What follows belongs to an exercise in optimizing a design on an open flow for small area, a short achievable clock period and few clock cycles; a production flow would make more cautious choices.
Function was checked by simulation only, so behaviour that the tests miss may differ from the original.

==> design/flow/design.v <==
module geofence (clk, reset, X, Y, valid, is_inside);
  input clk;
  input reset;
  input [9:0] X;
  input [9:0] Y;
  output reg valid;
  output reg is_inside;
  localparam S_IN = 2'd0, S_SCAN = 2'd1, S_PAIR = 2'd2, S_WAIT = 2'd3;
  reg [1:0] st;
  reg [3:0] cnt;
  reg [2:0] scfg;
  reg [2:0] mask;
  reg [1:0] tp;
  reg       opp, hf;
  reg [2:0] ph, rnd;
  reg       res_q, rpos_q;
  reg [5:1] cmpm;           
  reg       dec, wrd, wrc;  
  reg [9:0] tx, ty;
  always @(posedge clk) if (st == S_IN && cnt == 4'd1) begin tx <= X; ty <= Y; end
  wire [10:0] dxp = {1'b0, X} - {1'b0, tx};
  wire [10:0] dxm = {1'b0, tx} - {1'b0, X};
  wire [10:0] dyp = {1'b0, Y} - {1'b0, ty};
  wire [10:0] dym = {1'b0, ty} - {1'b0, Y};
  wire        sxn = dxp[10];
  wire        syn = dyp[10];
  wire [9:0]  mxn = sxn ? dxm[9:0] : dxp[9:0];
  wire [9:0]  myn = syn ? dym[9:0] : dyp[9:0];
  reg [21:0] dr0, dr1, dr2, dr3, dr4, dr5;
  wire wr_d = wrd;
  always @(posedge clk) begin
    dr0 <= wr_d ? {sxn, mxn, syn, myn} : dr5;
    dr1 <= dr0; dr2 <= dr1; dr3 <= dr2; dr4 <= dr3; dr5 <= dr4;
  end
  wire       bsx = dr0[21];
  wire [9:0] bax = dr0[20:11];
  wire       bsy = dr0[10];
  wire [9:0] bay = dr0[9:0];
  wire nzx = |bax;
  wire nzy = |bay;
  wire q0 = ~bsx & nzx & ~bsy;
  wire q1 = (bsx | ~nzx) & ~bsy & nzy;
  wire q3 = ~bsx & bsy;
  wire [1:0] quad = {~q0 & ~q1, q1 | q3};
  wire odd = q1 | q3;
  wire lex = bay <= bax;
  wire eqx = bay == bax;
  wire half0 = odd ? (~lex | eqx) : lex;
  reg [9:0] ra, rb;         
  wire fb_a, fb_b;
  wire [9:0] n0 = fb_b ? rb : (fb_a ? ra : (lex ? bay : bax));
  wire [9:0] mxv = lex ? bax : bay;
  wire [11:0] x3 = {2'b00, bax} + {1'b0, bax, 1'b0};
  wire [11:0] y3 = {2'b00, bay} + {1'b0, bay, 1'b0};
  wire [11:0] mx3 = lex ? x3 : y3;
  reg [9:0] br, bd;
  reg [11:0] bd3;
  reg [1:0] bquad;
  reg       bh1;
  always @(posedge clk) begin
    br <= n0; bd <= mxv; bd3 <= mx3; bquad <= quad; bh1 <= ~half0;
  end
  function [11:0] r4step;
    input [9:0] r;
    input [9:0] d;
    input [11:0] d3;
    reg [12:0] t1, t2, t3;
    begin
      t1 = {1'b0, r, 2'b00} - {3'b000, d};
      t2 = {1'b0, r, 2'b00} - {2'b00, d, 1'b0};
      t3 = {1'b0, r, 2'b00} - {1'b0, d3};
      if (!t3[12])      r4step = {2'd3, t3[9:0]};
      else if (!t2[12]) r4step = {2'd2, t2[9:0]};
      else if (!t1[12]) r4step = {2'd1, t1[9:0]};
      else              r4step = {2'd0, r[7:0], 2'b00};
    end
  endfunction
  wire [11:0] sc = r4step(br, bd, bd3);
  reg [9:0] cr, cd;
  reg [11:0] cd3;
  reg [1:0] cq, cquad;
  reg       ch1;
  always @(posedge clk) begin
    cr <= sc[9:0]; cd <= bd; cd3 <= bd3; cq <= sc[11:10]; cquad <= bquad; ch1 <= bh1;
  end
  wire [11:0] sd = r4step(cr, cd, cd3);
  wire [3:0]  q4 = {cq, sd[11:10]};
  wire [9:0]  rem = sd[9:0];
  wire [6:0]  code = {cquad, ch1, ch1 ? ~q4 : q4};
  reg [9:0] e0, e1, e2, e3, e4, e5;
  wire [9:0] ev [0:5];
  assign ev[0] = e0; assign ev[1] = e1; assign ev[2] = e2;
  assign ev[3] = e3; assign ev[4] = e4; assign ev[5] = e5;
  wire [5:0] a_p, a_n, a_a;
  genvar g;
  generate
    for (g = 1; g < 6; g = g + 1) begin : cmpg
      wire [6:0] dl = e0[9:3] - ev[g][9:3];
      wire amb = dl[5:0] == 6'd0;
      wire en = cmpm[g];
      assign a_p[g] = en & ~amb & ~dl[6];
      assign a_n[g] = en & ~amb & dl[6];
      assign a_a[g] = en & amb;
    end
  endgenerate
  assign a_p[0] = 1'b0; assign a_n[0] = 1'b0; assign a_a[0] = 1'b0;
  wire [2:0] ua = rpos_q ? 3'b100 : 3'b010;
  wire [2:0] ub = rpos_q ? 3'b010 : 3'b100;
  wire [2:0] apos = (tp == 2'd1) ? 3'd0 : (3'd7 - {1'b0, tp});    
  wire [2:0] upd [0:5];
  wire [2:0] fin [0:5];
  generate
    for (g = 0; g < 6; g = g + 1) begin : updg
      assign fin[g] = (g == 0) ? {|a_n[5:1], |a_p[5:1], |a_a[5:1]}
                               : {a_p[g], a_n[g], a_a[g]};
      wire [2:0] u_fb = (res_q && g == 1) ? ub :
                        (res_q && g == apos) ? ua : 3'b000;
      assign upd[g] = fin[g] | u_fb;
    end
  endgenerate
  wire wr_c = wrc;
  always @(posedge clk) begin
    e0 <= wr_c ? {code, 3'b000} : (e5 | {7'd0, upd[5]});
    e1 <= e0 | {7'd0, upd[0]};
    e2 <= e1 | {7'd0, upd[1]};
    e3 <= e2 | {7'd0, upd[2]};
    e4 <= e3 | {7'd0, upd[3]};
    e5 <= e4 | {7'd0, upd[4]};
  end
  wire [5:0] fP, fN, fA;
  generate
    for (g = 0; g < 6; g = g + 1) begin : fg
      assign fP[g] = ev[g][2] | fin[g][2];
      assign fN[g] = ev[g][1] | fin[g][1];
      assign fA[g] = ev[g][0] | fin[g][0];
    end
  endgenerate
  wire ins_sure = &(fP & fN);
  wire out_sure = |(~fA & ~(fP & fN));
  wire [5:0] rP = {e5[2], e4[2], e3[2], e2[2], e1[2], e0[2]};
  wire [5:0] rN = {e5[1], e4[1], e3[1], e2[1], e1[1], e0[1]};
  wire ins_now = &(rP & rN);
  reg nb1, nb2, nb3;
  always @(posedge clk) begin
    nb1 <= e2[8:3] == e3[8:3];
    nb2 <= e2[8:3] == e4[8:3];
    nb3 <= e2[8:3] == e5[8:3];
  end
  wire amb1 = nb1;
  wire amb2 = nb2;
  wire amb3 = nb3 && (scfg < 3'd3);
  wire [2:0] pend = {amb3, amb2, amb1} & ~mask;
  wire [1:0] tsel = pend[0] ? 2'd1 : (pend[1] ? 2'd2 : 2'd3);
  wire [2:0] tbit = pend[0] ? 3'b001 : (pend[1] ? 3'b010 : 3'b100);
  wire       eb9 = (tsel == 2'd1) ? e4[9] : ((tsel == 2'd2) ? e5[9] : e0[9]);
  wire inp = (st == S_PAIR);
  assign fb_a = inp && (ph == 3'd0) && (rnd != 3'd0);
  assign fb_b = inp && (rnd != 3'd0) &&
                ((tp == 2'd1) ? (ph == 3'd5) : (tp == 2'd2) ? (ph == 3'd4) : (ph == 3'd3));
  wire a_d = inp && (ph == 3'd2);
  wire b_d = inp && ((tp == 2'd1) ? (ph == 3'd1 && rnd != 3'd0) :
                     (tp == 2'd2) ? (ph == 3'd0 && rnd != 3'd0) : (ph == 3'd5));
  wire [2:0] brnd = (tp == 2'd3) ? rnd : rnd - 3'd1;
  reg [3:0] ba, qb;
  reg       bchk, blast;
  wire differ = qb != ba;
  wire res = bchk && (differ || blast);
  wire rpos = differ & ((qb > ba) ^ hf ^ opp);
  always @(posedge clk) begin
    if (a_d) begin
      ra <= rem;
      ba <= q4;
    end
    if (b_d) rb <= rem;
    qb <= q4;
    bchk <= b_d && (brnd != 3'd0);
    blast <= brnd == 3'd5;
  end
  wire fin_scan = (st == S_SCAN) && (ins_now || (pend == 3'd0 && scfg == 3'd5));
  always @(posedge clk or posedge reset) begin
    if (reset) begin
      st <= S_IN;
      cnt <= 4'd1;
      scfg <= 3'd0;
      mask <= 3'd0;
      tp <= 2'd1;
      opp <= 1'b0;
      hf <= 1'b0;
      ph <= 3'd0;
      rnd <= 3'd0;
      res_q <= 1'b0;
      rpos_q <= 1'b0;
      cmpm <= 5'd0;
      dec <= 1'b0;
      wrd <= 1'b0;
      wrc <= 1'b0;
      valid <= 1'b0;
      is_inside <= 1'b0;
    end else begin
      res_q <= res;
      rpos_q <= rpos;
      valid <= 1'b0;
      cmpm <= (st == S_IN && cnt >= 4'd6 && cnt <= 4'd10) ? {cmpm[4:1], 1'b1} : 5'd0;
      dec <= (st == S_IN && cnt == 4'd10);
      wrd <= (st == S_IN && cnt >= 4'd1 && cnt <= 4'd6);
      wrc <= (st == S_IN && cnt >= 4'd4 && cnt <= 4'd9);
      case (st)
        S_IN: begin
          scfg <= 3'd0;
          mask <= 3'd0;
          if (dec) begin
            cnt <= 4'd12;
            valid <= ins_sure | out_sure;
            is_inside <= ins_sure;
            if (!(ins_sure | out_sure))
              st <= S_SCAN;
          end else if (cnt == 4'd12)
            cnt <= 4'd1;
          else
            cnt <= cnt + 4'd1;
        end
        S_SCAN: begin
          if (fin_scan) begin
            valid <= 1'b1;
            is_inside <= ins_now;
            st <= S_IN;
            cnt <= 4'd12;
          end else if (pend == 3'd0) begin
            scfg <= scfg + 3'd1;
            mask <= 3'd0;
          end else begin
            st <= S_PAIR;
            tp <= tsel;
            mask <= mask | tbit;
            opp <= e3[9] ^ eb9;
            hf <= e3[7];
            ph <= 3'd1;
            rnd <= 3'd0;
          end
        end
        default: begin  
          if (ph == 3'd5) begin
            ph <= 3'd0;
            rnd <= rnd + 3'd1;
          end else
            ph <= ph + 3'd1;
          if (st == S_PAIR && res)
            st <= S_WAIT;
          else if (st == S_WAIT && ph == 3'd5)
            st <= S_SCAN;
        end
      endcase
    end
  end
endmodule
==> design/flow/run.sh <==
#!/bin/bash
# synth_recipe.tcl (not shown) runs the flow's synth.tcl, then flattens the netlist and writes it again
# the make line also repeats each setting of config.mk as NAME=value (left out here)
make -C /OpenROAD-flow-scripts/flow DESIGN_CONFIG=/design/flow/config.mk WORK_HOME=/design/flow/orfs CLKGATE_MAP_FILE= SYNTH_SCRIPT=/design/flow/synth_recipe.tcl finish
==> design/flow/config.mk <==
export PLATFORM = sky130hd
export DESIGN_NAME = geofence
export DESIGN_NICKNAME = geofence
export VERILOG_FILES = /design/flow/design.v
export SDC_FILE = /design/flow/constraint.sdc
export NUM_CORES = 4
export LEC_CHECK = 0
export ABC_AREA = 1
export ABC_CLOCK_PERIOD_IN_PS = 2700
export CAP_MARGIN = 20
export CORE_MARGIN = 2
export CORE_UTILIZATION = 55
export SETUP_SLACK_MARGIN = 2.85
export SLEW_MARGIN = 20
==> design/flow/constraint.sdc <==
create_clock -name core_clock -period 5.5 [get_ports {clk}]
set_input_delay 1.1000 -clock core_clock [delete_from_list [all_inputs] [get_ports {clk}]]
set_output_delay 1.1000 -clock core_clock [all_outputs]
set_load 0.01 [all_outputs]
==> results of run 1 <==
## Yosys cell counts (14+ instances only)
cell type  count
a21oi_1      138
a31oi_1       24
clkbuf_1      16
dfrtp_1       32
dfxtp_1      271
edfxtp_1      44
ha_1         181
inv_1        336
nand2_1      383
nand2_2       14
nand3_1       61
nand4_1       30
nor2_1       133
nor3_1        15
o21ai_0      129
o221ai_1      14
xnor2_1       33
xor2_1        57
## cells by family (layout without fill, tap and decap cells)
family | after synthesis | in the layout
simple gates | 680 | 680
compound gates | 398 | 398
buf+inv | 382 | 483
flops | 349 | 349
fa+ha+maj | 189 | 189
xor+xnor | 90 | 90
mux | 1 | 1
## placed cells by master, fill, tap and decap left out, types with 7 or more instances in the layout
cell             Yosys  layout
clkdlybuf4s50_1      0      11
a211oi_1             7       7
buf_4                9      36
nand3_2             10      13
inv_1              336     329
o21bai_1            10      10
a21oi_2              3      13
ha_1               181     156
o211ai_1             9       9
nand3b_1             7       7
nand4_1             30      30
dfxtp_2              0      16
nor3_1              15      15
dfrtp_1             32      32
nand2_2             14      20
o21ai_1             10      15
xnor2_1             33      33
ha_4                 0      24
xor2_1              57      57
clkbuf_16            0      39
a22oi_1              8       7
edfxtp_1            44      44
o21ai_0            129     122
a21oi_1            138     126
o221ai_1            14      14
nand3_1             61      56
dfxtp_1            271     250
a31oi_1             24      24
inv_2                8      10
nand2_1            383     373
nor2_1             133     132
## state kept, by name (all words and copies together), names as in the netlist, 12 cells and up
signal and cells:
dr1 22, cd3 12, dr5 22, dr0 22, dr4 22, dr3 22
bd3 12, dr2 22
## stage by stage
step / instance area, um^2 / hold slack (ns)
3_3_place_gp: 18300 / 0.310
4_1_cts: 19900 / 0.325
5_1_grt: 20400 / 0.330
6_report: 20400 / 0.322
3_5_place_dp: 18300 / 0.312
2_1_floorplan: 17700 / 0.310
## worst paths after layout
kind                            from         to  slack (ns)  depth (start not counted)
setup / recovery           is_inside  is_inside        2.88                          1
hold / removal               dr2[21]    dr3[21]        0.32                          0
setup reg to reg               cd[7]      rb[6]        2.96                         13
hold reg to reg              dr2[21]    dr3[21]        0.32                          0
max in group asynchronous      reset     cnt[0]        4.14                          3
min in group asynchronous      reset    cmpm[2]        0.97                          3
## timing repair
item,CTS,global route
setup endpoints to repair,61,66
hold buffers,0,0
setup buffers,17,19
pin swaps,14,19
gates cloned,3,0
gates resized for setup,55,93
## area by class of cell
cell class	instances	area, um^2
Sequential cell	349	7640
Clock inverter	17	165
Clock buffer	51	1080
Tap cell	402	503
Timing Repair inverter	3	22.5
Timing Repair Buffer	66	581
Fill cell	2683	11200
Multi-Input combinational cell	1358	9070
Inverter	346	1320
## routing by layer
metal	track usage [%]	vias to the layer above	share of wire [%]
li1	-	7006	-
met1	37.7	6471	49
met3	3.51	65	4.5
met4	7.46	2	2.2
met5	1.48	-	0.15
met2	41.5	277	44
==> notes.md, run 1 <==
* Starting Density at 55.8%
* TritonCTS Buffers at 38
* Area grow syn2layout at 15.7%
* CTS Buffer Depth at 3
* Final Worst Setup Slack at 2.88 ns
* Vias per cell at 5.33
* Critical path endpoint category: output port
* Boundary Pins at 24
* Xor/xnor share of the synthesized area at 4.48%
* Mapped Nets at 2,300
* FP Rows at 65
* Fin crit period at 2.62 ns
* Overflow after GRT at 0
* Clk slew on worst S/H paths at 0.06 ns
* Slew headroom at 36.8%
* Post-synth EDFFs at 44
* N_diodes at 0
* Syn avg cell area at 8.43 um^2
* Sequential share of the synthesized area at 43.1%
* Clock sink count at 349
* RSZ-0062 raised after global routing: yes
* Core Box Area at 31,600 um^2
* Cell chain of the critical path: clkdlybuf4s50_1
* # DRC at 0
* Drt pass-1 iters at 5
* Final setup fails at 0
* Area fraction in compound gates after synthesis at 13.5%
* Post-synth ARST share at 9.74%
* Slew Limit Fails at 0
* Die Height at 183 um
* Largest net degree at the start of global routing at 45
* HP Class: reg -> reg
* Synth warn at 1
* Clk_skew at 0.0169 ns
* Initial antenna violation count at 1
* Placed cells at 2,485
* Port bufs at 23
* Synth Area in Adders at 13.8%
* Total negative slack at 0 ns
* Largest family of logic cells by synthesized area: simple AND/OR/NAND/NOR gates
* CTS tree: built
* Mapped cell area at 17,600 um^2
* Post-route antenna net violation count at 0
* Max incr delay on CP at 0.60 ns
* Synth area leaders: dfxtp_1 31%, ha_1 13%, nand2_1 8.2%
* Global-route wire length before repair at 69,700 um
* Post-layout util at 64.6%
* CP Launch Type: register
* Clk latency of the worst-skew pair at 0.53 ns
* Synth Area in Simple Gates at 16.6%
* FMAX at 382 MHz
* Vias in the first global route at 13.5k
* Final WL at 43,400 um
* Mux cell area share after synthesis at 0.0568%
* Area share of the largest cell type after synthesis at 30.8%
* Flops & latches, synth at 349
* Status: complete, no violations
* GPL Wtd Cong at 0.912
* Die ar. at 33,500 um^2
* CP max FO at 2
* Pre-CTS setup slack at 1.52 ns
* Top delay family on crit path: buffers and inverters
* Nets@finish at 2,373
* Max cap viols at 0
* Root Driver: clkbuf_16
* Die width at 183 um
* Count of cell types in the netlist at 63
* HPWL after DPL at 32,400 um
* GRT Overall Usage at 26.3%
* DR iter-0 viols at 910
* Wire per inst at 16.7 um
* Most used DFF post-synth: dfxtp_1
* Final hold vios at 0
* Worst path required time at 4.40 ns
* Crit path buffers/inverters at 1
* Crit path arrival time at 1.52 ns
* Final period utilization at 47.6%
* Share of cells above drive strength 1 at 12.1%
* H-tree depth at 2
* Fin cells at 2,592
* Vias at 13.8k
* Worst slew pin tran at 0.939 ns
* Worst setup path category: reg -> out
* Crit path max-delay cell type: clkdlybuf4s50_1
* Cells after synthesis at 2,089
* Area leader, netlist: dfxtp_1
Testbench counts, summed over its fixed seeds: cycles 20,092.
==> run 2, diff against run 1 <==
--- a/design/flow/design.v
+++ b/design/flow/design.v
@@ -17,4 +17,5 @@
   reg [5:1] cmpm;           
   reg       dec, wrd, wrc;  
+  reg       ewin;           
   reg [9:0] tx, ty;
   always @(posedge clk) if (st == S_IN && cnt == 4'd1) begin tx <= X; ty <= Y; end
@@ -136,5 +137,6 @@
     end
   endgenerate
-  wire ins_sure = &(fP & fN);
+  wire [5:0] cur = {cmpm, 1'b1};
+  wire ins_sure = &(~cur | (fP & fN));
   wire out_sure = |(~fA & ~(fP & fN));
   wire [5:0] rP = {e5[2], e4[2], e3[2], e2[2], e1[2], e0[2]};
@@ -193,4 +195,5 @@
       cmpm <= 5'd0;
       dec <= 1'b0;
+      ewin <= 1'b0;
       wrd <= 1'b0;
       wrc <= 1'b0;
@@ -203,4 +206,5 @@
       cmpm <= (st == S_IN && cnt >= 4'd6 && cnt <= 4'd10) ? {cmpm[4:1], 1'b1} : 5'd0;
       dec <= (st == S_IN && cnt == 4'd10);
+      ewin <= (st == S_IN && cnt >= 4'd7 && cnt <= 4'd9);
       wrd <= (st == S_IN && cnt >= 4'd1 && cnt <= 4'd6);
       wrc <= (st == S_IN && cnt >= 4'd4 && cnt <= 4'd9);
@@ -209,5 +213,11 @@
           scfg <= 3'd0;
           mask <= 3'd0;
-          if (dec) begin
+          if (cnt == 4'd12)
+            cnt <= 4'd1;
+          else if (ewin && ins_sure) begin
+            cnt <= 4'd12;
+            valid <= 1'b1;
+            is_inside <= 1'b1;
+          end else if (dec) begin
             cnt <= 4'd12;
             valid <= ins_sure | out_sure;
@@ -215,7 +225,5 @@
             if (!(ins_sure | out_sure))
               st <= S_SCAN;
-          end else if (cnt == 4'd12)
-            cnt <= 4'd1;
-          else
+          end else
             cnt <= cnt + 4'd1;
         end
--- a/design/flow/config.mk
+++ b/design/flow/config.mk
@@ -7,8 +7,8 @@
 export LEC_CHECK = 0
 export ABC_AREA = 1
-export ABC_CLOCK_PERIOD_IN_PS = 2700
+export ABC_CLOCK_PERIOD_IN_PS = 3000
 export CAP_MARGIN = 20
 export CORE_MARGIN = 2
 export CORE_UTILIZATION = 55
-export SETUP_SLACK_MARGIN = 2.85
+export SETUP_SLACK_MARGIN = 2.5
 export SLEW_MARGIN = 20
==> notes.md, run 2 <==
* Status: complete, no violations
* Largest family of logic cells by synthesized area: simple AND/OR/NAND/NOR gates
* Post-route antenna net violation count at 0 (unchanged)
* Total negative slack at 0 ns (unchanged)
* Terminus of the critical flop-to-flop path: br[1]
* Crit-path most repeated cell: buf_4
* Critical path endpoint: dr0[19]
* Die width at 183 um (-0.20%)
* Slew Limit Fails at 0 (unchanged)
* Worst path required time at 5.96 ns (+1.56 ns)
* Count of cell types in the netlist at 63 (unchanged)
* Initial antenna violation count at 1 (unchanged)
* Crit path max-delay cell type: clkdlybuf4s50_1
* Final setup fails at 0 (unchanged)
* RSZ-0062 raised after global routing: yes
* Filler instances at 2,731 (+1.8%)
* CTS tree: built
* Critical R2R Launch: dr0[18]
* Crit path arrival time at 3.36 ns (+1.84 ns)
* HPWL after DPL at 30,500 um (-5.9%)
* Cell chain of the critical path: clkdlybuf4s50_1 > inv_1 > ha_4 > a21oi_2 > o21ai_2 > a21oi_2 > o21ai_2 > buf_4 > buf_4 > buf_4 > buf_4 > xor2_1 > nand2_1 > a31oi_1
* Area fraction in compound gates after synthesis at 13.3% (-0.19 points)
* Clock sink count at 350 (+0.29%)
* Largest net degree at the start of global routing at 44 (-2.2%)
* Vias in the first global route at 13.1k (-2.9%)
* Leading cell type in the layout, fill and taps excluded: nand2_1
* Flops & latches, synth at 350 (+0.29%)
* CP Launch Type: input port
* Final period utilization at 52.7% (+5.1 points)
* Vias at 13.4k (-2.7%)
* N_diodes at 0 (unchanged)
* FMAX at 345 MHz (-9.8%)
* DR iter-0 viols at 643 (-29%)
* Clk_skew at 0.0206 ns (+0.00370 ns)
* GRT Overall Usage at 24.3% (-2.0 points)
* Boundary Pins at 24 (unchanged)
* GPL Wtd Cong at 0.892 (-2.2%)
* Die ar. at 33,300 um^2 (-0.40%)
* Wire per inst at 15.5 um (-7.7%)
* Max cap viols at 0 (unchanged)
* Top cells by count, synth: 401 x nand2_1, 330 x inv_1, 271 x dfxtp_1, 182 x ha_1, 150 x nor2_1
* Mapped Nets at 2,300 (unchanged)
* Starting Density at 55.7% (-0.086 points)
* Final hold vios at 0 (unchanged)
* Vias per cell at 5.22 (-2.1%)
* Critical path endpoint category: register
* Slew headroom at 48.7% (+12 points)
* Most used DFF post-synth: dfxtp_1
* Area share of the largest cell type after synthesis at 30.9% (+0.13 points)
* Mux cell area share after synthesis at 0.114% (+0.057 points)
* Post-synth ARST share at 10.0% (+0.26 points)
* Fin crit period at 2.90 ns (+0.283 ns)
* Synth warn at 1 (unchanged)
* Sequential share of the synthesized area at 43.5% (+0.32 points)
* Most numerous cell in the Yosys netlist: nand2_1
* Area grow syn2layout at 12.3%
* Port bufs at 23 (unchanged)
* Cells after synthesis at 2,088 (-0.048%)
* Xor/xnor share of the synthesized area at 4.64% (+0.17 points)
* Most frequent cells in the layout: 398 x nand2_1, 327 x inv_1, 269 x dfxtp_1, 176 x ha_1, 150 x nor2_1
* Core Box Area at 31,500 um^2 (-0.26%)
* # DRC at 0 (unchanged)
* HP Class: reg -> reg
* Reg2Reg Setup Slack at 2.73 ns (-0.23 ns)
* CP Launch Point: X[3]
* Share of cells above drive strength 1 at 7.13% (-5.0 points)
* Area leader, netlist: dfxtp_1
* Final WL at 39,800 um (-8.3%)
* Die Height at 183 um (-0.20%)
* Synth area leaders: dfxtp_1 31%, ha_1 13%, nand2_1 8.6%
* TritonCTS Buffers at 38 (unchanged)
* CP max FO at 6 (+4)
* Syn avg cell area at 8.40 um^2 (-0.36%)
* FP Rows at 65 (unchanged)
* Worst setup path category: in -> reg
* Synth Area in Adders at 13.9% (+0.13 points)
* Post-synth EDFFs at 44 (unchanged)
* Root Driver: clkbuf_16
* Global-route wire length before repair at 65,200 um (-6.4%)
* Cells on worst reg2reg path at 13 (unchanged)
* Max incr delay on CP at 0.50 ns (-0.10 ns)
* Synth Area in Simple Gates at 16.5% (-0.17 points)
* Overflow after GRT at 0 (unchanged)
* H-tree depth at 2 (unchanged)
* Worst slew pin tran at 0.750 ns (-0.189 ns)
* Nets@finish at 2,357 (-0.67%)
* Clk latency of the worst-skew pair at 0.55 ns (+0.02 ns)
* Clk slew on worst S/H paths at 0.07 ns (about the same)
* CTS Buffer Depth at 3 (unchanged)
* Mapped cell area at 17,500 um^2 (-0.41%)
* Drt pass-1 iters at 6 (+1)
[run 2: worst min path at each step]
stage	startpoint	slack [ns]	end	cells past startpoint
after global placement	dr1[18]	0.31	dr2[18]	0
final	dr4[1]	0.32	dr5[1]	0
after detailed placement	dr3[14]	0.31	dr4[14]	0
after floorplan	bh1	0.31	ch1	0
after global routing	dr4[17]	0.33	dr5[17]	0
after CTS	dr4[18]	0.32	dr5[18]	0
[run 2: timing repair]
item / CTS / global route
setup buffers: 15 / 8
endpoints found under the setup margin: 26 / 44
hold buffers: 0 / 0
pin swaps: 5 / 8
gates resized for setup: 13 / 24
[run 2: worst max-delay path: cells and delay by family]
kind	cells	cell delay (ns)
fa+ha+maj	1	0.27
xor+xnor	1	0.14
simple gates	1	0.08
buf+inv	6	1.08
compound gates	5	0.69
[run 2: layout make-up]
cell class                      count  area (um^2)  share of cell area, %
Inverter                          334         1260                   6.38
Tap cell                          402          503                   2.55
Sequential cell                   350         7630                   38.7
Clock inverter                     11          109                  0.553
Clock buffer                       57         1110                   5.66
Multi-Input combinational cell   1367         8610                   43.7
Timing Repair Buffer               54          470                   2.39
[run 2: cells by family after synthesis]
group	Yosys count
muxes	2
AOI/OAI and AO/OA	388
buffers and inverters	371
DFF	350
adders and majority gates	190
xor gates and xnor gates	93
and+or+nand+nor	694
[run 2: per-layer routing]
layer	wire length [um]	GRT usage, %	part of all wire [%]	up-vias
met3	1680	3.93	4.2	66
met1	19300	33.9	49	6171
met4	941	6.35	2.4	0
met5	0	0	0	-
li1	-	-	-	6972
met2	17800	39.5	45	234
[run 2: per-stage QoR]
stage / utilization, % / instance area, um^2 / hold WS, ns / std cells / setup slack, ns
4_1_cts: 62.1 / 19600 / 0.324 / 2567 / 2.50
6_report: 62.6 / 19700 / 0.320 / 2575 / 2.60
2_1_floorplan: - / 17500 / 0.310 / 2088 / 2.57
3_5_place_dp: 57.8 / 18200 / 0.312 / 2484 / 1.50
5_1_grt: 62.6 / 19700 / 0.330 / 2575 / 2.48
3_3_place_gp: 57.8 / 18200 / 0.310 / 2484 / 1.57
Testbench counts of run 2, summed over its fixed seeds: cycles 18,607.
==> run 3, diff against run 2 <==
--- a/design/flow/config.mk
+++ b/design/flow/config.mk
@@ -7,8 +7,8 @@
 export LEC_CHECK = 0
 export ABC_AREA = 1
-export ABC_CLOCK_PERIOD_IN_PS = 3000
+export ABC_CLOCK_PERIOD_IN_PS = 2600
 export CAP_MARGIN = 20
 export CORE_MARGIN = 2
 export CORE_UTILIZATION = 55
-export SETUP_SLACK_MARGIN = 2.5
+export SETUP_SLACK_MARGIN = 2.9
 export SLEW_MARGIN = 20
==> notes.md, run 3 <==
* Slew headroom at 50.7% (+2.0 points)
* HP Class: reg -> reg
* Area share of the largest cell type after synthesis at 30.9% (unchanged)
* Slew Limit Fails at 0 (unchanged)
* Status: complete, no violations
* Share of cells above drive strength 1 at 14.3% (+7.2 points)
* Initial antenna violation count at 0 (-1)
* Mapped cell area at 17,500 um^2 (unchanged)
* Area grow syn2layout at 17.8%
* CP Launch Type: input port
* Max cap viols at 0 (unchanged)
* Clock sink count at 350 (unchanged)
* Total negative slack at 0 ns (unchanged)
* Post-route antenna net violation count at 0 (unchanged)
* CP max FO at 8 (+2)
* Top cells by count, synth: 401 x nand2_1, 330 x inv_1, 271 x dfxtp_1, 182 x ha_1, 150 x nor2_1
* Leading cell type in the layout, fill and taps excluded: nand2_1
* Mapped Nets at 2,300 (unchanged)
* Worst setup path category: in -> reg
* Final period utilization at 46.1% (-6.6 points)
* Final WL at 42,700 um (+7.2%)
* Core Box Area at 31,500 um^2 (unchanged)
* TritonCTS Buffers at 37 (-2.6%)
* Multi-input gate area at 9240 um^2 (+7.3%)
* Area leader, netlist: dfxtp_1
* Reg2Reg Setup Slack at 3.06 ns (+0.33 ns)
* Post-synth ARST share at 10.0% (unchanged)
* GPL Wtd Cong at 0.920 (+3.2%)
* Crit path arrival time at 2.94 ns (-0.42 ns)
* Final setup fails at 0 (unchanged)
* GRT Overall Usage at 25.8% (+1.4 points)
* Cells after synthesis at 2,088 (unchanged)
* Synth warn at 1 (unchanged)
* DR iter-0 viols at 950 (+48%)
* Filler instances at 2,613 (-4.3%)
* Placed cells at 2,483 (-0.040%)
* Global-route wire length before repair at 68,200 um (+4.6%)
* Most numerous cell in the Yosys netlist: nand2_1
* Boundary Pins at 24 (unchanged)
* Most frequent cells in the layout: 388 x nand2_1, 316 x inv_1, 245 x dfxtp_1, 149 x ha_1, 140 x nor2_1
* Post-layout util at 65.6% (+3.1 points)
* Worst path required time at 5.90 ns (-0.06 ns)
* Port bufs at 23 (unchanged)
* Vias at 13.8k (+2.6%)
* Critical path endpoint category: register
* FMAX at 394 MHz (+14%)
* Root Driver: clkbuf_16
* Fin crit period at 2.54 ns (-0.363 ns)
* Syn avg cell area at 8.40 um^2 (unchanged)
* Starting Density at 55.7% (unchanged)
* Vias per cell at 5.30 (+1.5%)
* HPWL after DPL at 32,000 um (+4.9%)
* Wire per inst at 16.4 um (+6.0%)
* Nets@finish at 2,384 (+1.1%)
* Die Height at 183 um (unchanged)
* Die ar. at 33,300 um^2 (unchanged)
* Overflow after GRT at 0 (unchanged)
* H-tree depth at 2 (unchanged)
* CTS tree: built
* CTS Buffer Depth at 3 (unchanged)
* Final hold vios at 0 (unchanged)
* Largest net degree at the start of global routing at 42 (-4.5%)
* Flops & latches, synth at 350 (unchanged)
* Sequential share of the synthesized area at 43.5% (unchanged)
* Die width at 183 um (unchanged)
* FP Rows at 65 (unchanged)
* Clk_skew at 0.0123 ns (-0.00825 ns)
* Fin cells at 2,604 (+1.1%)
* Most used DFF post-synth: dfxtp_1
* Clk slew on worst S/H paths at 0.06 ns (about the same)
* Count of cell types in the netlist at 63 (unchanged)
* Drt pass-1 iters at 5 (-1)
* Vias in the first global route at 13.3k (+2.0%)
* # DRC at 0 (unchanged)
* Clk latency of the worst-skew pair at 0.52 ns (-0.03 ns)
* Synth area leaders: dfxtp_1 31%, ha_1 13%, nand2_1 8.6%
* Reg area at 7670 um^2 (+0.62%)
* CTS Hold Bufs at 0 (unchanged)
* Post-synth EDFFs at 44 (unchanged)
* RSZ-0062 raised after global routing: yes
* Worst slew pin tran at 0.734 ns (-0.0160 ns)
-- run 3: logic make-up (layout without fill, tap and decap cells) --
| logic type | after synthesis | after routing | synth area share [%] |
|---|---|---|---|
| compound gates | 388 | 388 | 13.3 |
| xor+xnor | 93 | 93 | 4.64 |
| fa+ha+maj | 190 | 190 | 13.9 |
| buf+inv | 371 | 484 | 8.13 |
| flops | 350 | 350 | 43.5 |
| mux | 2 | 2 | 0.114 |
| other cells | 0 | 1 | 0 |
| simple gates | 694 | 694 | 16.5 |
-- run 3: path summary, 6_finish.rpt --
check                        start      end  depth (start not counted)
setup / recovery              Y[0]   dr0[9]                         15
hold / removal             dr4[11]  dr5[11]                          0
setup reg to reg           dr0[13]  bd3[10]                         14
hold reg to reg            dr4[11]  dr5[11]                          0
max in group asynchronous    reset    valid                          3
min in group asynchronous    reset  cmpm[3]                          3
-- run 3: per-stage QoR --
| stage | hold WS (ns) | area (um^2) | setup slack (ns) |
|---|---|---|---|
| finish | 0.317 | 20700 | 2.96 |
| CTS | 0.323 | 19900 | 2.89 |
| global placement | 0.310 | 18200 | 1.57 |
| floorplan | 0.310 | 17600 | 2.74 |
| global route | 0.329 | 20700 | 2.79 |
| detailed placement | 0.312 | 18200 | 1.48 |
-- run 3: repair_timing --
item,CTS,global route
setup buffers,25,27
hold endpoints to repair,0,0
pin swaps,21,39
endpoints found under the setup margin,76,65
resized for setup,104,143
-- run 3: critical path, cell delays in order --
cell,delay (ns)
buf_12,0.10
inv_12,0.03
ha_4,0.16
fa_2,0.40
o21ai_2,0.18
a21oi_2,0.09
o21ai_2,0.16
a21oi_2,0.09
o21bai_4,0.17
buf_6,0.13
inv_4,0.05
nand2_4,0.07
nand3_2,0.07
nand2_1,0.06
o21ai_1,0.07
-- run 3: area by class of cell --
type / count / area share (%)
antenna: 1 / 0.0121
clock buffer: 52 / 5.31
clock inverter: 16 / 0.630
inverter: 334 / 6.25
multi-input combinational: 1367 / 44.7
sequential: 350 / 37.2
tap: 402 / 2.43
timing repair buffer: 82 / 3.51
-- run 3: routing by layer --
layer / vias up / GRT usage [%] / share of wire [%] / routed length [um]
li1: 7038 / - / - / -
met1: 6397 / 37.4 / 49 / 21000
met2: 291 / 40.0 / 43 / 18500
met3: 73 / 3.11 / 4.3 / 1830
met4: 0 / 8.55 / 3.1 / 1340
met5: - / 0 / 0 / 0
==> run 4, diff against run 3 <==
--- a/design/flow/config.mk
+++ b/design/flow/config.mk
@@ -7,8 +7,8 @@
 export LEC_CHECK = 0
 export ABC_AREA = 1
-export ABC_CLOCK_PERIOD_IN_PS = 2600
+export ABC_CLOCK_PERIOD_IN_PS = 2300
 export CAP_MARGIN = 20
 export CORE_MARGIN = 2
 export CORE_UTILIZATION = 55
-export SETUP_SLACK_MARGIN = 2.9
+export SETUP_SLACK_MARGIN = 3.2
 export SLEW_MARGIN = 20
==> notes.md, run 4 <==
* Status: complete, no violations
* RSZ-0062 raised after global routing: yes
* Met2 usage at 43.3% (+3.4 points)
* Vias per cell at 5.33 (+0.61%)
* Grt met3 use at 3.81% (+0.70 points)
* Share of cells above drive strength 1 at 26.4% (+12 points)
* GRT Overall Usage at 26.1% (+0.36 points)
* Post-synth ARST share at 10.0% (unchanged)
* Clk latency of the worst-skew pair at 0.53 ns (about the same)
* Reg2Reg Setup Slack at 3.13 ns (+0.07 ns)
* TritonCTS Buffers at 37 (unchanged)
* Most frequent cells in the layout: 343 x nand2_1, 278 x inv_1, 209 x dfxtp_1, 132 x nor2_1, 120 x ha_1
* Post-layout util at 70.8% (+5.2 points)
* Worst setup path category: in -> reg
* Filler instances at 2,481 (-5.1%)
* DR iter-0 viols at 703 (-26%)
* Wire per inst at 16.8 um (+2.6%)
* Terminus of the critical flop-to-flop path: valid
* Overflow after GRT at 0 (unchanged)
* Initial antenna violation count at 1 (+1)
* Clk_skew at 0.0155 ns (+0.00317 ns)
* Top Usage Layer GRT: met2
* Crit path buffers/inverters at 4 (unchanged)
* Sequential share of the synthesized area at 43.5% (unchanged)
* Area leader, netlist: dfxtp_1
* Global-route wire length before repair at 69,500 um (+1.9%)
* Worst path required time at 5.90 ns (about the same)
* Crit path max-delay cell type: fa_2
* Mapped cell area at 17,500 um^2 (unchanged)
* Crit-path most repeated cell: a21oi_2
* Mapped Nets at 2,300 (unchanged)
* Total negative slack at 0 ns (unchanged)
* Synth warn at 1 (unchanged)
* Stages on the worst setup path at 13 (-2)
* Critical path endpoint category: register
* Worst slew pin tran at 0.597 ns (-0.137 ns)
* Core Box Area at 31,500 um^2 (unchanged)
* Area share of the largest cell type after synthesis at 30.9% (unchanged)
* CP Launch Type: input port
* Cell chain of the critical path: buf_12 > inv_12 > ha_4 > fa_2 > o21ai_2 > a21oi_2 > o21ai_2 > a21oi_2 > o21bai_4 > buf_12 > buf_6 > a21oi_2 > a22o_1
* Die width at 183 um (unchanged)
* Synth area leaders: dfxtp_1 31%, ha_1 13%, nand2_1 8.6%
* Port bufs at 23 (unchanged)
* Slew headroom at 59.9% (+9.3 points)
* CP max FO at 6 (-2)
* Clock sink count at 350 (unchanged)
* Fin crit period at 2.53 ns (-0.00721 ns)
* Root Driver: clkbuf_16
* Clk slew on worst S/H paths at 0.06 ns (about the same)
* Post-synth EDFFs at 44 (unchanged)
* Final WL at 44,900 um (+5.2%)
* Final period utilization at 46.0% (-0.13 points)
* Critical R2R Launch: e0[5]
* Cells on worst reg2reg path at 19 (+5)
* Hold depth at 0 (unchanged)
* Pre-CTS setup slack at 1.47 ns (-0.0116 ns)
* Final setup fails at 0 (unchanged)
* Starting Density at 55.7% (unchanged)
* Final hold vios at 0 (unchanged)
* Critical path endpoint: dr0[12]
* Die ar. at 33,300 um^2 (unchanged)
* Syn avg cell area at 8.40 um^2 (unchanged)
* Largest family of logic cells by synthesized area: simple AND/OR/NAND/NOR gates
* Post-route antenna net violation count at 0 (unchanged)
* Vias in the first global route at 13.6k (+1.8%)
* Leading cell type in the layout, fill and taps excluded: nand2_1
* FP Rows at 65 (unchanged)
* Placed instance area at 18,300 um^2 (+0.10%)
* CTS tree: built
* Most numerous cell in the Yosys netlist: nand2_1
* # DRC at 0 (unchanged)
* Cells after synthesis at 2,088 (unchanged)
* Drt pass-1 iters at 7 (+2)
* H-tree depth at 2 (unchanged)
* Vias at 14.2k (+3.1%)
* HPWL after DPL at 31,200 um (-2.4%)
* FMAX at 395 MHz (+0.28%)
* Synth Area in Adders at 13.9% (unchanged)
* Die Height at 183 um (unchanged)
* Area fraction in compound gates after synthesis at 13.3% (unchanged)
* Max incr delay on CP at 0.35 ns (-0.05 ns)
* Synth Area in Simple Gates at 16.5% (unchanged)
* Area grow syn2layout at 27.1%
* Max cap viols at 0 (unchanged)
* Slew Limit Fails at 0 (unchanged)
* Nets@finish at 2,451 (+2.8%)
* Flops & latches, synth at 350 (unchanged)
* CP Launch Point: X[0]
* HP Class: reg -> reg
* Count of cell types in the netlist at 63 (unchanged)
* Xor/xnor share of the synthesized area at 4.64% (unchanged)
* Crit path arrival time at 2.93 ns (about the same)
* CTS Hold Bufs at 0 (unchanged)
* GPL Wtd Cong at 0.910 (-1.0%)
* Final Worst Setup Slack at 2.97 ns (+0.00721 ns)
* Most used DFF post-synth: dfxtp_1
* Met1 Track Usage GR at 34.9% (-2.5 points)
* Fin area at 22,300 um^2 (+7.9%)
* Boundary Pins at 24 (unchanged)
* Top cells by count, synth: 401 x nand2_1, 330 x inv_1, 271 x dfxtp_1, 182 x ha_1, 150 x nor2_1
* CTS Buffer Depth at 3 (unchanged)
* Top delay family on crit path: compound AO/OA/AOI/OAI gates
* Largest net degree at the start of global routing at 44 (+4.8%)
* Mux cell area share after synthesis at 0.114% (unchanged)
-- run 4: cell counts after synthesis --
Identical to the previous run, type by type.
-- run 4: how the worst min path moves through the flow --
stage,from,end
final,dr2[14],dr3[14]
after global routing,dr2[14],dr3[14]
after CTS,dr2[14],dr3[14]
after detailed placement,dr1[2],dr2[2]
after global placement,dr4[0],dr5[0]
after floorplan,bh1,ch1
-- run 4: cell type report --
class / instances / area, um^2 / area share (%)
multi-input cells: 1367 / 10100 / 45.5
flip-flops and latches: 350 / 7770 / 34.8
repair buffers: 149 / 1380 / 6.21
inverters: 334 / 1320 / 5.92
clock buffers: 47 / 1010 / 4.55
well taps: 402 / 503 / 2.26
clock inverters: 19 / 169 / 0.758
diodes: 1 / 2.50 / 0.0112
-- run 4: cell families after synthesis --
| kind of cell | count (synthesis) |
|---|---|
| buf+inv | 371 |
| xor+xnor | 93 |
| flops | 350 |
| fa+ha+maj | 190 |
| mux | 2 |
| simple gates | 694 |
| compound gates | 388 |
-- run 4: stage by stage --
stage                     cells  hold slack [ns]
after floorplan            2088            0.310
after global placement     2483            0.310
after detailed placement   2483            0.312
after CTS                  2609            0.325
after global routing       2668            0.322
final                      2669            0.321
-- run 4: repair_timing --
| item | in CTS | in global routing |
|---|---|---|
| gates cloned | 1 | 3 |
| gates resized for setup | 268 | 277 |
| buffers inserted | 59 | 56 |
| pin swaps | 70 | 139 |
| endpoints found under the setup margin | 91 | 81 |
-- run 4: per-layer routing --
layer / vias up / share of wire, %
met5: - / 0
met1: 6701 / 46
met3: 92 / 3.9
met4: 0 / 3.5
li1: 7168 / -
met2: 269 / 47
==> run 5, diff against run 4 <==
--- a/design/flow/design.v
+++ b/design/flow/design.v
@@ -18,4 +18,5 @@
   reg       dec, wrd, wrc;  
   reg       ewin;           
+  reg       pwin, pwout;    
   reg [9:0] tx, ty;
   always @(posedge clk) if (st == S_IN && cnt == 4'd1) begin tx <= X; ty <= Y; end
@@ -140,4 +141,21 @@
   wire ins_sure = &(~cur | (fP & fN));
   wire out_sure = |(~fA & ~(fP & fN));
+  wire [4:0] chi5 = {cquad, ch1, ch1 ? ~cq : cq};
+  wire [5:0] q_p, q_n, q_a;
+  generate
+    for (g = 0; g < 6; g = g + 1) begin : preg
+      wire [4:0] dl = chi5 - ev[g][9:5];
+      wire amb = dl[3:0] == 4'd0;
+      assign q_p[g] = cur[g] & ~amb & ~dl[4];
+      assign q_n[g] = cur[g] & ~amb & dl[4];
+      assign q_a[g] = cur[g] & amb;
+    end
+  endgenerate
+  wire       nP = |q_n, nN = |q_p, nA = |q_a;
+  wire [5:0] gP = fP | q_p;
+  wire [5:0] gN = fN | q_n;
+  wire [5:0] gA = fA | q_a;
+  wire pre_ins = nP & nN & &(~cur | (gP & gN));
+  wire pre_out = (~nA & ~(nP & nN)) | |(cur & ~gA & ~(gP & gN));
   wire [5:0] rP = {e5[2], e4[2], e3[2], e2[2], e1[2], e0[2]};
   wire [5:0] rN = {e5[1], e4[1], e3[1], e2[1], e1[1], e0[1]};
@@ -196,4 +214,6 @@
       dec <= 1'b0;
       ewin <= 1'b0;
+      pwin <= 1'b0;
+      pwout <= 1'b0;
       wrd <= 1'b0;
       wrc <= 1'b0;
@@ -207,4 +227,6 @@
       dec <= (st == S_IN && cnt == 4'd10);
       ewin <= (st == S_IN && cnt >= 4'd7 && cnt <= 4'd9);
+      pwin <= (st == S_IN && cnt >= 4'd6 && cnt <= 4'd9);
+      pwout <= (st == S_IN && cnt == 4'd9);
       wrd <= (st == S_IN && cnt >= 4'd1 && cnt <= 4'd6);
       wrc <= (st == S_IN && cnt >= 4'd4 && cnt <= 4'd9);
@@ -215,8 +237,8 @@
           if (cnt == 4'd12)
             cnt <= 4'd1;
-          else if (ewin && ins_sure) begin
+          else if ((ewin && ins_sure) || (pwin && pre_ins) || (pwout && pre_out)) begin
             cnt <= 4'd12;
             valid <= 1'b1;
-            is_inside <= 1'b1;
+            is_inside <= (ewin && ins_sure) || (pwin && pre_ins);
           end else if (dec) begin
             cnt <= 4'd12;
--- a/design/flow/config.mk
+++ b/design/flow/config.mk
@@ -7,8 +7,8 @@
 export LEC_CHECK = 0
 export ABC_AREA = 1
-export ABC_CLOCK_PERIOD_IN_PS = 2300
+export ABC_CLOCK_PERIOD_IN_PS = 2600
 export CAP_MARGIN = 20
 export CORE_MARGIN = 2
 export CORE_UTILIZATION = 55
-export SETUP_SLACK_MARGIN = 3.2
+export SETUP_SLACK_MARGIN = 2.9
 export SLEW_MARGIN = 20
==> notes.md, run 5 <==
* CP Launch Point: e4[7]
* Clk latency of the worst-skew pair at 0.55 ns (+0.02 ns)
* Post-synth EDFFs at 44 (unchanged)
* Final hold vios at 0 (unchanged)
* FP Rows at 68 (+4.6%)
* Die ar. at 36,100 um^2 (+8.3%)
* Slew headroom at 42.0% (-18 points)
* Initial antenna violation count at 1 (unchanged)
* HPWL after DPL at 37,900 um (+21%)
* Top cells by count, synth: 498 x nand2_1, 355 x inv_1, 271 x dfxtp_1, 206 x ha_1, 159 x nor2_1
* Boundary Pins at 24 (unchanged)
* CP max FO at 5 (-1)
* Crit path max-delay cell type: dfxtp_1
* Nets@finish at 2,717 (+11%)
* Critical path endpoint category: register
* Count of cell types in the netlist at 70 (+11%)
* Most numerous cell in the Yosys netlist: nand2_1
* Filler instances at 2,836 (+14%)
* Largest net degree at the start of global routing at 45 (+2.3%)
* Port bufs at 23 (unchanged)
* Starting Density at 55.5% (-0.21 points)
* Drt pass-1 iters at 8 (+1)
* GRT Overall Usage at 28.1% (+2.0 points)
* Worst setup path category: reg -> reg
* DR iter-0 viols at 1,003 (+43%)
* CTS tree: built
* FMAX at 355 MHz (-10%)
* Clk_skew at 0.0166 ns (+0.00115 ns)
* H-tree depth at 2 (unchanged)
* # DRC at 0 (unchanged)
* Worst path required time at 5.97 ns (+0.07 ns)
* CP Launch Type: register
* Placed instance area at 19,900 um^2 (+8.8%)
* Final WL at 52,900 um (+18%)
* HP Class: reg -> reg
* Overflow after GRT at 0 (unchanged)
* Area grow syn2layout at 23.8%
* Critical path endpoint: is_inside
* Terminus of the critical flop-to-flop path: is_inside
* Die Height at 190 um (+4.1%)
* GPL Wtd Cong at 0.921 (+1.1%)
* Vias per cell at 5.43 (+1.8%)
* Share of cells above drive strength 1 at 22.9% (-3.5 points)
* TritonCTS Buffers at 38 (+2.7%)
* Max incr delay on CP at 0.35 ns (about the same)
* Max cap viols at 0 (unchanged)
* Fin area at 23,600 um^2 (+5.7%)
* Area leader, netlist: dfxtp_1
* Worst slew pin tran at 0.865 ns (+0.268 ns)
* Cells after synthesis at 2,347 (+12%)
* Vias in the first global route at 15.3k (+13%)
* Final setup fails at 0 (unchanged)
* Final Worst Setup Slack at 2.68 ns (-0.288 ns)
* Syn avg cell area at 8.11 um^2 (-3.4%)
* Mapped cell area at 19,000 um^2 (+8.5%)
* Core Box Area at 34,300 um^2 (+8.9%)
* Clock sink count at 352 (+0.57%)
* Reg2Reg Setup Slack at 2.68 ns (-0.45 ns)
* Most frequent cells in the layout: 437 x nand2_1, 323 x inv_1, 231 x dfxtp_1, 155 x ha_1, 140 x nor2_1
* Most used DFF post-synth: dfxtp_1
* CTS Buffer Depth at 3 (unchanged)
* Status: complete, no violations
* Area share of the largest cell type after synthesis at 28.5% (-2.4 points)
* Post-synth ARST share at 10.5% (+0.51 points)
* Pre-CTS setup slack at 1.49 ns (+0.0241 ns)
* Flops & latches, synth at 352 (+0.57%)
* Clk slew on worst S/H paths at 0.06 ns (about the same)
* Synth area leaders: dfxtp_1 28%, ha_1 14%, nand2_1 9.8%
* Cell chain of the critical path: inv_1 > ha_4 > inv_1 > o21ai_1 > nand2_1 > nor2_2 > nand3_4 > nand3_4 > nand2_1 > nor2_2 > nand3_2 > nand2_4 > nand3b_4 > nor2_4 > nor2_4 > nand3_4 > nand2_2 > nand2_1 > o21ai_1
* Leading cell type in the layout, fill and taps excluded: nand2_1
* Mapped Nets at 2,583 (+12%)
* Final period utilization at 51.2% (+5.2 points)
* Slew Limit Fails at 0 (unchanged)
* Synth warn at 1 (unchanged)
* Global-route wire length before repair at 79,900 um (+15%)
* Critical R2R Launch: e4[7]
* Wire per inst at 17.8 um (+6.0%)
* Total negative slack at 0 ns (unchanged)
* Crit path arrival time at 3.28 ns (+0.35 ns)
* Post-route antenna net violation count at 0 (unchanged)
* Fin crit period at 2.82 ns (+0.288 ns)
* Sequential share of the synthesized area at 40.3% (-3.2 points)
* CTS Hold Bufs at 0 (unchanged)
* Vias at 16.1k (+13%)
* Root Driver: clkbuf_16
* Die width at 190 um (+4.1%)
* Cells on worst reg2reg path at 19 (unchanged)
* RSZ-0062 raised after global routing: yes
run 5: changes by cell type in the layout (fill, tap and decap cells not counted), sizes merged, moves of 10 or more:
cell and delta:
nand2 +111, xor2 +10, nor2 +16, buf -18, inv +51, o21ai +14, nand3 +43, ha +24
run 5: logic make-up after synthesis:
group | count (synthesis) | share of synthesized area, %
flip-flops | 352 | 40.3
buffers and inverters | 412 | 8.36
AO/OA/AOI/OAI | 395 | 12.2
multiplexers | 2 | 0.105
AND/OR/NAND/NOR | 877 | 20.2
XOR/XNOR | 95 | 4.37
adder cells (fa/ha/maj) | 214 | 14.4
run 5: worst min path at each step:
stage | cells after the start | start | slack, ns | endpoint
global route | 0 | dr2[10] | 0.33 | dr3[10]
floorplan | 0 | bh1 | 0.31 | ch1
detailed placement | 0 | dr1[4] | 0.31 | dr2[4]
CTS | 0 | dr2[15] | 0.32 | dr3[15]
finish | 0 | dr3[19] | 0.33 | dr4[19]
global placement | 0 | dr3[7] | 0.31 | dr4[7]
run 5: through the flow:
stage | instances | utilization (%) | hold WS, ns
after floorplan | 2347 | - | 0.310
after global placement | 2796 | 58.0 | 0.310
after detailed placement | 2796 | 58.0 | 0.312
after CTS | 2925 | 65.4 | 0.325
after global routing | 2966 | 68.7 | 0.326
final | 2968 | 68.8 | 0.325
run 5: layer usage:
metal / global-route usage, % / part of all wire [%] / up-vias
li1: - / - / 7961
met1: 39.3 / 47 / 7698
met2: 47.2 / 47 / 358
met3: 2.90 / 4.4 / 86
met4: 6.20 / 2.2 / 0
met5: 0 / 0 / -
run 5: cell type report:
| cell class | count | area, um^2 | area share (%) |
|---|---|---|---|
| Antenna cell | 2 | 5.00 | 0.0212 |
| Clock buffer | 50 | 1070 | 4.53 |
| Clock inverter | 20 | 244 | 1.03 |
| Inverter | 377 | 1480 | 6.26 |
| Multi-Input combinational cell | 1585 | 11300 | 47.9 |
| Sequential cell | 352 | 7760 | 32.9 |
| Tap cell | 455 | 569 | 2.41 |
| Timing Repair Buffer | 125 | 1130 | 4.81 |
| Timing Repair inverter | 2 | 18.8 | 0.0796 |
run 5: worst max-delay path: cells and delay by family, from the launching register on:
kind	cells	cell delay, ns
AOI/OAI and AO/OA	2	0.19
adders and majority gates	1	0.30
buffers and inverters	2	0.17
DFF	1	0.35
and+or+nand+nor	14	1.73
run 5: what timing repair did:
item | CTS | global route
setup buffers | 57 | 39
cloned | 2 | 2
endpoints found under the setup margin | 82 | 77
gates resized for setup | 228 | 233
pin swaps | 87 | 110
Testbench counts of run 5, summed over its fixed seeds: cycles 17,133.
==> run 6, diff against run 5 <==
--- a/design/flow/design.v
+++ b/design/flow/design.v
@@ -19,4 +19,5 @@
   reg       ewin;           
   reg       pwin, pwout;    
+  reg       cwin, cwout;    
   reg [9:0] tx, ty;
   always @(posedge clk) if (st == S_IN && cnt == 4'd1) begin tx <= X; ty <= Y; end
@@ -158,4 +159,27 @@
   wire pre_ins = nP & nN & &(~cur | (gP & gN));
   wire pre_out = (~nA & ~(nP & nN)) | |(cur & ~gA & ~(gP & gN));
+  wire [2:0] oc = {bquad, bh1};
+  wire [2:0] od = {cquad, ch1};
+  wire [5:0] r_p, r_n, r_a;
+  generate
+    for (g = 0; g < 6; g = g + 1) begin : prc
+      wire [2:0] dl = oc - ev[g][9:7];
+      wire amb = dl[1:0] == 2'd0;
+      assign r_p[g] = cur[g] & ~amb & ~dl[2];
+      assign r_n[g] = cur[g] & ~amb & dl[2];
+      assign r_a[g] = cur[g] & amb;
+    end
+  endgenerate
+  wire [2:0] dlx = oc - od;
+  wire ambx = dlx[1:0] == 2'd0;
+  wire x_p = ~ambx & ~dlx[2];    
+  wire x_n = ~ambx & dlx[2];
+  wire [5:0] hP = gP | r_p;
+  wire [5:0] hN = gN | r_n;
+  wire [5:0] hA = gA | r_a;
+  wire dP = nP | x_p, dN = nN | x_n, dA = nA | ambx;
+  wire cP = |r_n | x_n, cN = |r_p | x_p, cA = |r_a | ambx;
+  wire c_ins = cP & cN & dP & dN & &(~cur | (hP & hN));
+  wire c_out = (~cA & ~(cP & cN)) | (~dA & ~(dP & dN)) | |(cur & ~hA & ~(hP & hN));
   wire [5:0] rP = {e5[2], e4[2], e3[2], e2[2], e1[2], e0[2]};
   wire [5:0] rN = {e5[1], e4[1], e3[1], e2[1], e1[1], e0[1]};
@@ -216,4 +240,6 @@
       pwin <= 1'b0;
       pwout <= 1'b0;
+      cwin <= 1'b0;
+      cwout <= 1'b0;
       wrd <= 1'b0;
       wrc <= 1'b0;
@@ -229,4 +255,6 @@
       pwin <= (st == S_IN && cnt >= 4'd6 && cnt <= 4'd9);
       pwout <= (st == S_IN && cnt == 4'd9);
+      cwin <= (st == S_IN && cnt >= 4'd6 && cnt <= 4'd8);
+      cwout <= (st == S_IN && cnt == 4'd8);
       wrd <= (st == S_IN && cnt >= 4'd1 && cnt <= 4'd6);
       wrc <= (st == S_IN && cnt >= 4'd4 && cnt <= 4'd9);
@@ -237,8 +265,9 @@
           if (cnt == 4'd12)
             cnt <= 4'd1;
-          else if ((ewin && ins_sure) || (pwin && pre_ins) || (pwout && pre_out)) begin
+          else if ((ewin && ins_sure) || (pwin && pre_ins) || (pwout && pre_out) ||
+                   (cwin && c_ins) || (cwout && c_out)) begin
             cnt <= 4'd12;
             valid <= 1'b1;
-            is_inside <= (ewin && ins_sure) || (pwin && pre_ins);
+            is_inside <= (ewin && ins_sure) || (pwin && pre_ins) || (cwin && c_ins);
           end else if (dec) begin
             cnt <= 4'd12;
==> notes.md, run 6 <==
* Die width at 195 um (+2.6%)
* Terminus of the critical flop-to-flop path: st[0]
* CP max FO at 7 (+2)
* Share of cells above drive strength 1 at 24.6% (+1.7 points)
* # DRC at 0 (unchanged)
* Synth Area in Adders at 14.5% (+0.14 points)
* Slew headroom at 38.0% (-4.0 points)
* Slew Limit Fails at 0 (unchanged)
* Max cap viols at 0 (unchanged)
* RSZ-0062 raised after global routing: yes
* Post-synth EDFFs at 44 (unchanged)
* Status: complete, no violations
* CTS Buffer Depth at 3 (unchanged)
* Die ar. at 38,000 um^2 (+5.3%)
* Reg2Reg Setup Slack at 2.62 ns (-0.06 ns)
* N_diodes at 0 (-2)
* Worst slew pin tran at 0.930 ns (+0.0646 ns)
* Most frequent cells in the layout: 476 x nand2_1, 348 x inv_1, 223 x dfxtp_1, 159 x ha_1, 144 x nor2_1
* Most numerous cell in the Yosys netlist: nand2_1
* Wire per inst at 17.6 um (-1.5%)
* DR iter-0 viols at 940 (-6.3%)
* Flops & latches, synth at 354 (+0.57%)
* Most used DFF post-synth: dfxtp_1
* Fin crit period at 2.88 ns (+0.0578 ns)
* Area leader, netlist: dfxtp_1
* Clk_skew at 0.0266 ns (+0.00993 ns)
* Area share of the largest cell type after synthesis at 27.0% (-1.5 points)
* Die Height at 195 um (+2.6%)
* HP Class: reg -> reg
* Clk latency of the worst-skew pair at 0.58 ns (+0.03 ns)
* Largest net degree at the start of global routing at 40 (-11%)
* Area grow syn2layout at 25.5%
* Largest family of logic cells by synthesized area: simple AND/OR/NAND/NOR gates
* Final WL at 55,800 um (+5.6%)
* Vias in the first global route at 16.9k (+10%)
* Port bufs at 23 (unchanged)
* Vias per cell at 5.46 (+0.58%)
* Xor/xnor share of the synthesized area at 5.04% (+0.67 points)
* Top cells by count, synth: 551 x nand2_1, 393 x inv_1, 271 x dfxtp_1, 220 x ha_1
* GRT Overall Usage at 28.6% (+0.47 points)
* Critical path endpoint: st[0]
* Total negative slack at 0 ns (unchanged)
* Mux cell area share after synthesis at 0.150% (+0.045 points)
* TritonCTS Buffers at 38 (unchanged)
* Final setup fails at 0 (unchanged)
* CP Launch Type: register
* Initial antenna violation count at 0 (-1)
* Critical R2R Launch: ch1
* Global-route wire length before repair at 86,600 um (+8.4%)
* Clock sink count at 354 (+0.57%)
* Critical path endpoint category: register
* Syn avg cell area at 7.91 um^2 (-2.5%)
* CTS tree: built
* Synth Area in Simple Gates at 20.9% (+0.66 points)
* Count of cell types in the netlist at 66 (-5.7%)
* Final hold vios at 0 (unchanged)
* Synth area leaders: dfxtp_1 27%, ha_1 14%, nand2_1 10%
* Boundary Pins at 24 (unchanged)
* GPL Wtd Cong at 0.951 (+3.3%)
* Vias at 17.4k (+7.8%)
* Area fraction in compound gates after synthesis at 12.1% (-0.14 points)
* Overflow after GRT at 0 (unchanged)
* Final period utilization at 52.3% (+1.1 points)
* HPWL after DPL at 40,200 um (+6.0%)
* Core Box Area at 35,700 um^2 (+4.2%)
* Clk slew on worst S/H paths at 0.07 ns (about the same)
* CTS Hold Bufs at 0 (unchanged)
* Worst setup path category: reg -> reg
* Worst path required time at 5.95 ns (-0.02 ns)
* CP Launch Point: ch1
* FMAX at 348 MHz (-2.0%)
* Root Driver: clkbuf_16
* Leading cell type in the layout, fill and taps excluded: nand2_1
* Mapped cell area at 20,100 um^2 (+5.4%)
* Post-route antenna net violation count at 0 (unchanged)
* Cells on worst reg2reg path at 23 (+4)
* Crit path arrival time at 3.33 ns (+0.05 ns)
* FP Rows at 69 (+1.5%)
* Starting Density at 56.1% (+0.61 points)
* Drt pass-1 iters at 5 (-3)
* Final Worst Setup Slack at 2.62 ns (-0.0578 ns)
* Post-synth ARST share at 11.0% (+0.51 points)
* Pre-CTS setup slack at 1.39 ns (-0.0979 ns)
* H-tree depth at 2 (unchanged)
* Nets@finish at 2,939 (+8.2%)
* Mapped Nets at 2,787 (+7.9%)
* Cells after synthesis at 2,537 (+8.1%)
* Synth warn at 1 (unchanged)
* Sequential share of the synthesized area at 38.5% (-1.8 points)
-- run 6: changes by cell type in the layout (fill, tap and decap cells not counted), sizes merged, moves of 14 or more --
cell / previous run / this run
a21oi: 143 / 174
buf: 109 / 133
ha: 206 / 220
inv: 380 / 398
nand2: 519 / 560
nand3: 111 / 141
nand4: 31 / 47
nor2: 168 / 184
-- run 6: worst max-delay path, cell delays in order (launching register included) --
cell and delay, ns:
dfxtp_4 0.39, xor2_4 0.16, buf_12 0.16, ha_4 0.30
nand2_4 0.06, nand2_4 0.07, nand2_4 0.06, nand2_2 0.07
nand2_1 0.06, nand2_2 0.09, nand3_4 0.11, buf_6 0.15
nand4_1 0.11, nand2_1 0.06, nand2_1 0.08, nand3_2 0.08
nor2_2 0.12, nand3_2 0.10, nand2_2 0.11, nand3_4 0.10
nand2_2 0.09, nand3_2 0.08, nand2_1 0.09, nand2_1 0.05
-- run 6: stage by stage --
stage / cells / instance area, um^2 / utilization, % / hold slack, ns
after floorplan: 2537 / 20200 / - / 0.310
after global placement: 2987 / 20900 / 58.4 / 0.310
after detailed placement: 2987 / 20900 / 58.4 / 0.312
after CTS: 3123 / 23700 / 66.3 / 0.318
after global routing: 3180 / 25200 / 70.5 / 0.322
final: 3180 / 25200 / 70.5 / 0.313
-- run 6: area by class of cell --
class                           count  area [um^2]
Inverter                          400         1570
Fill cell                        2861        10600
Sequential cell                   354         7840
Clock inverter                     25          246
Clock buffer                       45         1030
Tap cell                          461          577
Timing Repair Buffer              151         1350
Timing Repair inverter              3         20.0
Multi-Input combinational cell   1741        12500
-- run 6: logic make-up after synthesis --
logic type,count (synthesis)
compound gates,430
xor+xnor,107
fa+ha+maj,228
buf+inv,443
flops,354
mux,3
simple gates,972
-- run 6: worst min path at each step --
stage | depth (start not counted) | end | start | slack [ns]
2_1_floorplan | 0 | dr2[0] | dr1[0] | 0.31
3_3_place_gp | 0 | dr4[20] | dr3[20] | 0.31
3_5_place_dp | 0 | dr3[16] | dr2[16] | 0.31
4_1_cts | 0 | dr5[2] | dr4[2] | 0.32
5_1_grt | 0 | dr5[2] | dr4[2] | 0.32
6_report | 0 | dr5[2] | dr4[2] | 0.31
-- run 6: per-layer routing --
layer / wire (um) / track usage (%)
met5: 0 / 0
met4: 2250 / 11.6
met3: 2180 / 3.96
met2: 27900 / 51.0
met1: 23500 / 34.8
-- run 6: timing repair --
item | CTS | global route
resized for setup | 302 | 303
hold endpoints to repair | 0 | 0
gates cloned | 4 | 1
setup buffers | 62 | 56
pin swaps | 112 | 126
setup endpoints to repair | 98 | 76
Testbench counts of run 6, summed over its fixed seeds: cycles 16,138.

==> separate check: timing with driven ports <==
No port has a modelled driver above. Below, the same layouts with a new extraction and two added sets of constraints. Step 1: set_driving_cell puts a clkbuf_16 on clk and a buf_2 on each other input, an assumption about the parent block. Step 2 also shifts input and output timing later by t, the mid clock arrival at the registers, as if the neighbouring blocks saw the same clock. Three values: ideal, step 1, step 2; two values: the first two.
| run | shift t [ns] | slack for setup (ns) | slew at the worst register clock pin (ns) | worst slew at a driven data input, ns | cell pins on the clock port's net |
|---|---|---|---|---|---|
| run 1 | 0.579 | 2.883 / 2.830 / 2.366 | 0.06 / 0.06 | 0.05 | 1 |
| run 2 | 0.586 | 2.601 / 2.627 / 2.041 | 0.07 / 0.07 | 0.03 | 1 |
| run 3 | 0.568 | 2.963 / 2.922 / 2.355 | 0.07 / 0.07 | 0.09 | 1 |
| run 4 | 0.571 | 2.970 / 2.961 / 2.390 | 0.07 / 0.07 | 0.06 | 1 |
| run 5 | 0.599 | 2.682 / 2.682 / 2.147 | 0.07 / 0.07 | 0.07 | 1 |
| run 6 | 0.623 | 2.624 / 2.624 / 2.123 | 0.07 / 0.07 | 0.06 | 1 |
After both steps every run listed still meets setup and hold. For run 3, which loses most, drivers alone change the setup slack by -0.041 ns; drivers and shift together by -0.608 ns.
